From an optimization exercise on the open Yosys and OpenROAD flow, aimed at small area, a short achievable clock period and few clock cycles per item; shortcuts taken in it are not production practice.
Function was checked by simulation only, so behaviour that the tests miss may differ from the original.

## flow/design.v (module list and top-level ports; edited modules follow where they fit)
// module logarithm: 1533 lines
// module log_fa: 4 lines
// module log_xor: 3 lines
// module log_maj: 3 lines
// module log_nand: 3 lines
// module log_nor: 3 lines
// module log_inv: 3 lines
// module log_aoi21: 3 lines
// module log_oai21: 3 lines
// module log_xnor: 3 lines
// module log_or: 3 lines
module logarithm #(
	parameter n = 16,
	parameter m = 24,
	parameter k = 5 ,
	parameter p = 24
) (
	input        clk  ,  
	input        reset,  
	input        start,
	input  [0:n] x    ,
	output [1:p] y    ,
	output       done
);
  // ...
==> flow/run.sh <==
#!/bin/bash
# synth_recipe.tcl (not shown) runs the flow's synth.tcl, then flattens the netlist and writes it again
# the make line also repeats each setting of config.mk as NAME=value (left out here)
make -C /OpenROAD-flow-scripts/flow DESIGN_CONFIG=/design/flow/config.mk WORK_HOME=/design/flow/orfs CLKGATE_MAP_FILE= SYNTH_SCRIPT=/design/flow/synth_recipe.tcl finish
==> flow/config.mk <==
export PLATFORM = sky130hd
export DESIGN_NAME = logarithm
export DESIGN_NICKNAME = logarithm
export VERILOG_FILES = /design/flow/design.v
export SDC_FILE = /design/flow/constraint.sdc
export NUM_CORES = 4
export LEC_CHECK = 0
export CAP_MARGIN = 20
export CORE_MARGIN = 2
export CORE_UTILIZATION = 40
export SETUP_SLACK_MARGIN = 3.8
export SLEW_MARGIN = 60
export SYNTH_HIERARCHICAL = 1
export SYNTH_MINIMUM_KEEP_SIZE = 0
==> flow/constraint.sdc <==
create_clock -name core_clock -period 9.0 [get_ports {clk}]
set_input_delay 1.8000 -clock core_clock [delete_from_list [all_inputs] [get_ports {clk}]]
set_output_delay 1.8000 -clock core_clock [all_outputs]
set_load 0.01 [all_outputs]
==> key figures, run 1 <==
Global route
  • Met2 GRT Util: between 30% and 40%
  • Met3 track demand over resource: about 1.6%
  • Global route total overflow: 0

Route
  • Max layer used: met4
  • Metal1 wirelength: approximately 12000 um
  • Residual DRC: 0

Final layout
  • Largest registers: r: 25 flops, f: 24 flops
  • Top reg by flops: r
  • Data buffer area share: 6.046%
  • Non-Filler Instances: 1539
  • Seq_cells: just under 50
  • Share of cells above drive strength 1: about 8.4%

Synthesis
  • Register area share after synthesis: 11.86%
  • Area share of the largest cell type after synthesis: 44.70%
  • Post-synthesis mux area share: 0%

Clock network
  • CTS tree: built
  • Postcts setup bufs: 1
  • TritonCTS buffer count: 5

Setup path
  • Crit Path Category: reg -> reg
  • Origin of the worst setup path: f[5]
  • Worst flop-to-flop path startpoint: f[5]
  • CP Max Fanout: 24

Run status
  • Outcome: timing/DRC/antenna clean

Die
  • Die area: between 20000 and 30000 um2
  • Core area: 25250 um2

Timing
  • Fin Hold WS: 529.5 ps
  • Slew HR: a little over three fifths

Placement
  • Hpwl dp: approximately 20000 um
Testbench counts, summed over its fixed seeds: cycles 41,600, items 1,600.
==> inputs of run 2 (changes only) <==
==> flow/flow/run.sh (new file) <==
#!/bin/bash
# Standard layout, with the smallest buffer on the ports instead of the
# delay buffer that buffer_ports picks by default.
set -e
export BUFFER_PORTS_ARGS="-buffer_cell sky130_fd_sc_hd__buf_1"
bash standard.sh finish > standard_flow.log 2>&1
==> flow/standard.sh (new file) <==
#!/bin/bash
# synth_recipe.tcl (not shown) runs the flow's synth.tcl, then flattens the netlist and writes it again
# the make line also repeats each setting of config.mk as NAME=value (left out here)
make -C /OpenROAD-flow-scripts/flow DESIGN_CONFIG=/design/flow/config.mk WORK_HOME=/design/flow/orfs CLKGATE_MAP_FILE= SYNTH_SCRIPT=/design/flow/synth_recipe.tcl "${@:-finish}"
--- a/flow/config.mk
+++ b/flow/config.mk
@@ -9,5 +9,5 @@
 export CORE_MARGIN = 2
 export CORE_UTILIZATION = 40
-export SETUP_SLACK_MARGIN = 3.8
+export SETUP_SLACK_MARGIN = 4.0
 export SLEW_MARGIN = 60
 export SYNTH_HIERARCHICAL = 1
removed: flow/run.sh
==> run 2 against run 1 <==
Register-to-register slack better by 160 ps. Critical path depth did not move. Sequential share of layout area increased by 0.085 points. Worst hold slack improved by 7.5 ps. Fmax up 3.2%. Cell count rose by 1.4%. Cell area is 2.4% higher.
==> key figures, run 2 <==
Synthesis
  • Yosys cell types: 32
  • Yosys warning count: 7
  • Syn Area/Cell: 8.558 um2
  • Asr flop ratio synth: 2.041%
  • Largest cells by area after synthesis: fa_1 45%, nand2_1 13%, edfxtp_1 7.0%
  • EDFF count, synth: 24
  • Synth Flop Type: edfxtp_1
  • Register area share after synthesis: 11.86% (unchanged)
  • Syn Std Cell Area: 10350 um2
  • Area share of the largest cell type after synthesis: 44.70% (unchanged)
  • Cell with the most instances after synthesis: nand2_1
  • Post-synth top cells: 359 x nand2_1, 231 x fa_1, 85 x inv_1
  • FF+latch count, synth: 49
  • Synth area leader: fa_1
  • Cell count after synthesis: around 1200

Global route
  • Pin count of the biggest net entering global routing: 44
  • Global route total overflow: 0 (unchanged)
  • Initial antenna violation count: 0
  • First-pass GRT wire length: about 44000 um
  • Number of global-route vias before repair: 8554
  • GR Util All Layers: 21.05%

Placement
  • Placer Congestion: 0.8465
  • Port Buffers: between 40 and 50
  • Hpwl dp: 19690 um (+0.57%)

Final layout
  • Largest registers: r: 25 flops, f: 24 flops
  • Top reg by flops: r
  • Share of cells above drive strength 1: 11.94% (+3.5 points)
  • Most frequent cells in the layout: 352 x nand2_1, 227 x fa_1, 85 x inv_1
  • Diode count: 0
  • Final Core Density: 46.24%
  • Largest register FFs: 25
  • Layout area overhead: 12.87%
  • Most common cell after layout, fill and taps aside: nand2_1
  • Layout Nets: 1481

Die
  • Die height: 164.8 um
  • Initial core utilization: 40.97%
  • Core area: 25250 um2 (unchanged)
  • Die area: 27170 um2 (unchanged)
  • IO Pins: 45
  • Num rows: 58
  • Die Wd: 164.8 um

Route
  • Drt pass-1 iters: 5
  • Antenna-violating nets left: 0
  • DRT iter0 DRCs: 735
  • Final wirelength: 29380 um
  • Routed via count: between 8000 and 9000
  • Routed vias/inst: 5.322
  • Residual DRC: 0 (unchanged)
  • DR WL/cell: ~19 um

Clock network
  • CTS Hold Bufs: 0
  • CTS tree: built
  • Root buffer cell: clkbuf_16
  • Clk slew on worst S/H paths: approximately 70 ps
  • Skew-Pair Late Insertion Delay: 300 ps
  • TritonCTS buffer count: 5 (unchanged)
  • Maximum buffer depth of the clock tree: 2
  • CTS sink cnt: 49
  • H-tree depth: 2

Hold path
  • HP Class: reg -> reg

Timing
  • Slew Viols, Final: 0
  • Minimum clock period: 4827 ps
  • RSZ-0062 raised after global routing: yes
  • Final setup vio count: 0
  • Slew of the pin with the lowest slew margin: around 540 ps
  • Slew HR: 63.71% (+1.1 points)
  • Setup TNS Final: 0 ps
  • Final worst-path cycle share: 53.64%
  • Max Clock Skew: between 9 and 10 ps
  • Achievable Freq: 0.2071 GHz
  • Final Hold Viols: 0

Run status
  • Outcome: timing/DRC/antenna clean

Setup path
  • Crit path arrival time: 5050 ps
  • Critical Path RT: between 9000 and 10000 ps
  • Critical path capture point type: flop
  • Crit start category: flop
  • Crit Path Category: reg -> reg
  • CP Max Fanout: 17 (-29%)

Flow run
  • Max_cap viols: 0
## run 2: final timing paths
check	to	start	cells after the start	slack [ps]
max	f[11]	f[21]	18	4170
min	r[24]	r[23]	2	540
max reg2reg	f[11]	f[21]	18	4170
min reg2reg	r[24]	r[23]	2	540
max in group asynchronous	r[24]	reset	1	7550
min in group asynchronous	r[24]	reset	1	1430
## run 2: per-module statistics from Yosys (local to each module, per instance), a selection
module	times used	cells
log_oai21	52	1
log_xnor	22	1
log_nand	83	1
log_inv	53	1
log_aoi21	48	1
logarithm	1	595
## run 2: final cells by class
| cell class | count | area, um2 |
|---|---|---|
| Clock buffer | 5 | 125.1 |
| Clock inverter | 3 | 20.02 |
| Fill cell | 2446 | 13580 |
| Inverter | 85 | 319.1 |
| Multi-Input combinational cell | 997 | 8605 |
| Sequential cell | 49 | 1290 |
| Tap cell | 330 | 412.9 |
| Timing Repair Buffer | 92 | 905.9 |
## run 2: cells by family after synthesis
kind of cell / count (synthesis) / synth area share [%]
flops: 49 / 11.86
fa+ha+maj: 231 / 44.70
xor+xnor: 71 / 6.010
simple gates: 520 / 20.75
buf+inv: 168 / 6.422
compound gates: 169 / 10.22
other cells: 1 / 0.03625
## run 2: critical path: stages (launching register included)
cell and delay, ps:
dfxtp_2 390, buf_12 170, nand2_1 90, fa_2 430, fa_1 490, fa_1 470
fa_1 490, fa_2 630, nor2_1 80, a21oi_2 250, o21ai_4 130, a21oi_2 150
o21ai_2 80, a21oi_4 140, buf_12 170, o21ai_1 90, xor2_1 210, a31oi_1 110
a21oi_1 170
## run 2: layer usage
metal  global-route usage (%)  part of all wire [%]  vias to the layer above
li1                         -                     -                     3757
met4                    4.980                   1.9                        0
met1                    28.89                    42                     4218
met5                        0                     0                        -
met3                    2.260                   6.4                       43
met2                    35.96                    49                      290
## run 2: repair_timing
item | in CTS | in global routing
gates resized for setup | 18 | 72
cloned | 0 | 9
setup endpoints to repair | 22 | 24
pin swaps | 1 | 11
setup buffers | 2 | 15
## run 2: stage by stage
stage / instance area, um2 / setup slack, ps / hold slack (ps) / std cells
4_1_cts: 11060 / 3995 / 536.6 / 1536
2_1_floorplan: 10360 / 4019 / 535.3 / 1214
3_5_place_dp: 10820 / 3466 / 517.3 / 1526
5_1_grt: 11680 / 3962 / 578.3 / 1561
6_report: 11680 / 4173 / 536.9 / 1561
3_3_place_gp: 10760 / 2987 / 500.5 / 1526
==> inputs of run 3 (changes only) <==
--- a/flow/config.mk
+++ b/flow/config.mk
@@ -9,5 +9,5 @@
 export CORE_MARGIN = 2
 export CORE_UTILIZATION = 40
-export SETUP_SLACK_MARGIN = 4.0
+export SETUP_SLACK_MARGIN = 3.8
 export SLEW_MARGIN = 60
 export SYNTH_HIERARCHICAL = 1
==> run 3 against run 2 <==
Synthesized cell count stayed put. Worst setup slack worse by 180 ps. Non-clock buffer count decreased by 17. Utilization fell by 2.0 points. Critical path type unchanged. Clock skew hardly changed. Flip-flop and latch count is the same. Die area stayed put. Routed wire length fell by 7.2%. Register-to-register slack worse by 180 ps. Fmax shrank 3.6%.
==> key figures, run 3 <==
Clock network
  • TritonCTS buffer count: 5 (unchanged)
  • CTS sink cnt: 49 (unchanged)
  • Root buffer cell: clkbuf_16
  • Skew-Pair Late Insertion Delay: 290 ps (about the same)
  • CTS tree: built
  • Maximum buffer depth of the clock tree: 2 (unchanged)
  • H-tree depth: 2 (unchanged)
  • Clk slew on worst S/H paths: 70 ps (about the same)
  • CTS Hold Bufs: 0 (unchanged)

Synthesis
  • Post-Synth Adder-Cell Area: 44.70% (unchanged)
  • Area share of the largest cell type after synthesis: 44.70% (unchanged)
  • Cell with the most instances after synthesis: nand2_1
  • FF+latch count, synth: 49 (unchanged)
  • Yosys warning count: 7 (unchanged)
  • Register area share after synthesis: 11.86% (unchanged)
  • Synth area leader: fa_1
  • Synth Flop Type: edfxtp_1
  • Largest cells by area after synthesis: fa_1 45%, nand2_1 13%, edfxtp_1 7.0%
  • Synth Area in Compound Gates: 10.22% (unchanged)
  • Syn Std Cell Area: 10350 um2 (unchanged)
  • Asr flop ratio synth: 2.041% (unchanged)
  • Cell count after synthesis: 1209 (unchanged)
  • Post-synth top cells: 359 x nand2_1, 231 x fa_1, 85 x inv_1
  • Yosys cell types: 32 (unchanged)
  • Syn Area/Cell: 8.558 um2 (unchanged)
  • Post-synthesis mux area share: 0% (unchanged)
  • Simple-gate share of the synthesized area: 20.75% (unchanged)
  • Largest family of logic cells by synthesized area: adder cells
  • Xor/xnor share of the synthesized area: 6.010% (unchanged)
  • EDFF count, synth: 24 (unchanged)

Setup path
  • CP max-delay cell: fa_1
  • Crit path arrival time: 5240 ps (+190 ps)
  • CP Max Fanout: 24 (+7)
  • Crit path top cell by count: fa_1
  • Critical path cell sequence: buf_6 > nand2_1 > fa_1 > fa_1 > fa_1 > fa_1 > fa_1 > nand2_1 > a21oi_2 > o21ai_1 > a21oi_4 > o21ai_1 > a21oi_4 > buf_12 > o21ai_1 > xor2_1 > a31oi_1 > a21oi_1
  • Critical Path RT: 9230 ps (about the same)
  • CP max stage delay: 580 ps (-50 ps)
  • Crit Path Category: reg -> reg
  • Crit start category: flop
  • Critical path capture point type: flop

Flow run
  • Max_cap viols: 0 (unchanged)

Timing
  • Slew of the pin with the lowest slew margin: 539.6 ps (-2.957 ps)
  • Final Hold Viols: 0 (unchanged)
  • Final setup vio count: 0 (unchanged)
  • Slew HR: 63.91% (+0.20 points)
  • Setup TNS Final: 0 ps (unchanged)
  • Minimum clock period: 5010 ps (+182.2 ps)
  • Final worst-path cycle share: 55.66% (+2.0 points)
  • Slew Viols, Final: 0 (unchanged)
  • Achievable Freq: 0.1996 GHz (-3.6%)
  • Fin worst setup slack: 3990 ps (-182.2 ps)
  • RSZ-0062 raised after global routing: no
  • Max Clock Skew: 9.432 ps (-0.1907 ps)

Route
  • Met3 wire len: 1390 um (-26%)
  • Antenna-violating nets left: 0 (unchanged)
  • Final wirelength: 27280 um (-7.2%)
  • DRT iter0 DRCs: 524 (-29%)
  • Routed via count: 8053 (-3.1%)
  • Routed vias/inst: 5.216 (-2.0%)
  • Met2 WL post-DR: 13460 um (-7.2%)
  • Metal1 wirelength: 11960 um (-3.8%)
  • DR WL/cell: 17.67 um (-6.1%)
  • Residual DRC: 0 (unchanged)
  • Max layer used: met4
  • Drt pass-1 iters: 5 (unchanged)

Final layout
  • Layout Nets: 1464 (-1.1%)
  • Number of fill cells: 2507 (+2.5%)
  • Diode count: 0 (unchanged)
  • Most common cell after layout, fill and taps aside: nand2_1
  • Top reg by flops: r
  • Largest registers: r: 25 flops, f: 24 flops
  • Share of cells above drive strength 1: 8.979% (-3.0 points)
  • Layout area overhead: 8.079%
  • Most frequent cells in the layout: 358 x nand2_1, 230 x fa_1, 85 x inv_1
  • FF/Latch Area: 1261 um2 (-2.2%)
  • Final Cell Area: 11180 um2 (-4.2%)
  • Multi-input logic area: 8558 um2 (-0.54%)
  • Largest register FFs: 25 (unchanged)

Placement
  • Port Buffers: 44 (unchanged)
  • Pre-CTS setup slack: 3466 ps (unchanged)
  • Placer Congestion: 0.8465 (unchanged)
  • Hpwl dp: 19690 um (unchanged)
  • Placement Cell Area: 10820 um2 (unchanged)

Global route
  • First-pass GRT wire length: 44250 um (-0.33%)
  • Initial antenna violation count: 0 (unchanged)
  • Number of global-route vias before repair: 8529 (-0.29%)
  • Global route total overflow: 0 (unchanged)
  • GR Util All Layers: 20.96% (-0.093 points)
  • Pin count of the biggest net entering global routing: 44 (unchanged)

Die
  • Die Wd: 164.8 um (unchanged)
  • Initial core utilization: 40.97% (unchanged)
  • Die area: 27170 um2 (unchanged)
  • Die height: 164.8 um (unchanged)
  • Core area: 25250 um2 (unchanged)
  • Num rows: 58 (unchanged)
  • IO Pins: 45 (unchanged)

Hold path
  • HP Class: reg -> reg

Run status
  • Outcome: timing/DRC/antenna clean
[run 3: changes by cell type in the layout (fill, tap and decap cells not counted), sizes merged]
cell,before,now
buf,80,74
clkbuf,17,6
[run 3: routing by layer]
metal,vias to the layer above,global-route usage [%]
li1,3722,-
met1,4066,28.85
met2,229,35.76
met3,36,2.285
met4,0,4.783
met5,-,0
[run 3: path summary, 6_finish.rpt]
path / start / end / slack [ps] / cells after the start
worst max-delay path: f[19] / f[16] / 3990 / 18
worst min-delay path: r[23] / r[24] / 540 / 2
worst max register to register: f[19] / f[16] / 3990 / 18
worst min register to register: r[23] / r[24] / 540 / 2
max in group asynchronous: reset / r[24] / 7550 / 1
min in group asynchronous: reset / r[24] / 1440 / 1
[run 3: worst max-delay path: cells and delay by family, from the launching register on]
family | cells | cell delay, ps
AO/OA/AOI/OAI | 8 | 1260
adder cells (fa/ha/maj) | 5 | 2440
buffers and inverters | 2 | 420
AND/OR/NAND/NOR | 2 | 210
flip-flops | 1 | 340
XOR/XNOR | 1 | 230
[run 3: cell type report]
| class | count | area share (%) |
|---|---|---|
| Inverter | 85 | 2.853 |
| Sequential cell | 49 | 11.28 |
| Tap cell | 330 | 3.693 |
| Timing Repair Buffer | 75 | 4.341 |
| Clock buffer | 5 | 1.119 |
| Clock inverter | 3 | 0.1790 |
| Multi-Input combinational cell | 997 | 76.54 |
[run 3: cells by family (layout without fill, tap and decap cells)]
kind of cell,after synthesis,in the layout
xor gates and xnor gates,71,71
other,1,6
and+or+nand+nor,520,520
AOI/OAI and AO/OA,169,169
DFF,49,49
adders and majority gates,231,231
buffers and inverters,168,168
[run 3: per-module statistics from Yosys (local to each module, per instance)]
module,flip-flops and latches,times used
log_fa,0,231
log_nor,0,78
log_nand,0,83
log_aoi21,0,48
log_xnor,0,22
log_or,0,22
logarithm,49,1
log_xor,0,25
log_inv,0,53
log_oai21,0,52
[run 3: timing repair]
action                     4_1_cts  5_1_grt
pin swaps                        0        1
setup endpoints to repair       17       21
buffers inserted                 1        7
resized for setup                5       28
[run 3: stage by stage]
| stage | util (%) | instances | hold WS (ps) |
|---|---|---|---|
| global route | 44.28 | 1544 | 578.3 |
| floorplan | - | 1214 | 535.3 |
| detailed placement | 42.83 | 1526 | 517.3 |
| finish | 44.28 | 1544 | 536.8 |
| CTS | 43.56 | 1535 | 536.6 |
| global placement | 42.61 | 1526 | 500.5 |

==> what the ideal ports hide <==
How much do the figures lean on ideal ports? The routed layouts below were timed once more, with nothing changed but the port constraints. Step 1 assumes that a clkbuf_16 drives the clock port and a buf_2 every other input. Step 2 times the ports against the registers' clock, not the clock port: input delays grow and output delays shrink by t, the midpoint of the rising clock arrivals with the driver on. Slacks: ideal ports / drivers / drivers and shift; pairs: ideal ports / drivers.
run | shift t [ns] | slack for setup (ns) | worst hold slack (ns) | worst setup path after step 2
run 1 | 0.324 | 4.017 / 4.017 / 4.017 | 0.529 / 0.529 / 0.529 | register to register
run 2 | 0.326 | 4.173 / 4.173 / 4.173 | 0.537 / 0.537 / 0.537 | register to register
run 3 | 0.324 | 3.990 / 3.990 / 3.990 | 0.537 / 0.537 / 0.537 | register to register
After both steps every run listed still meets setup and hold.
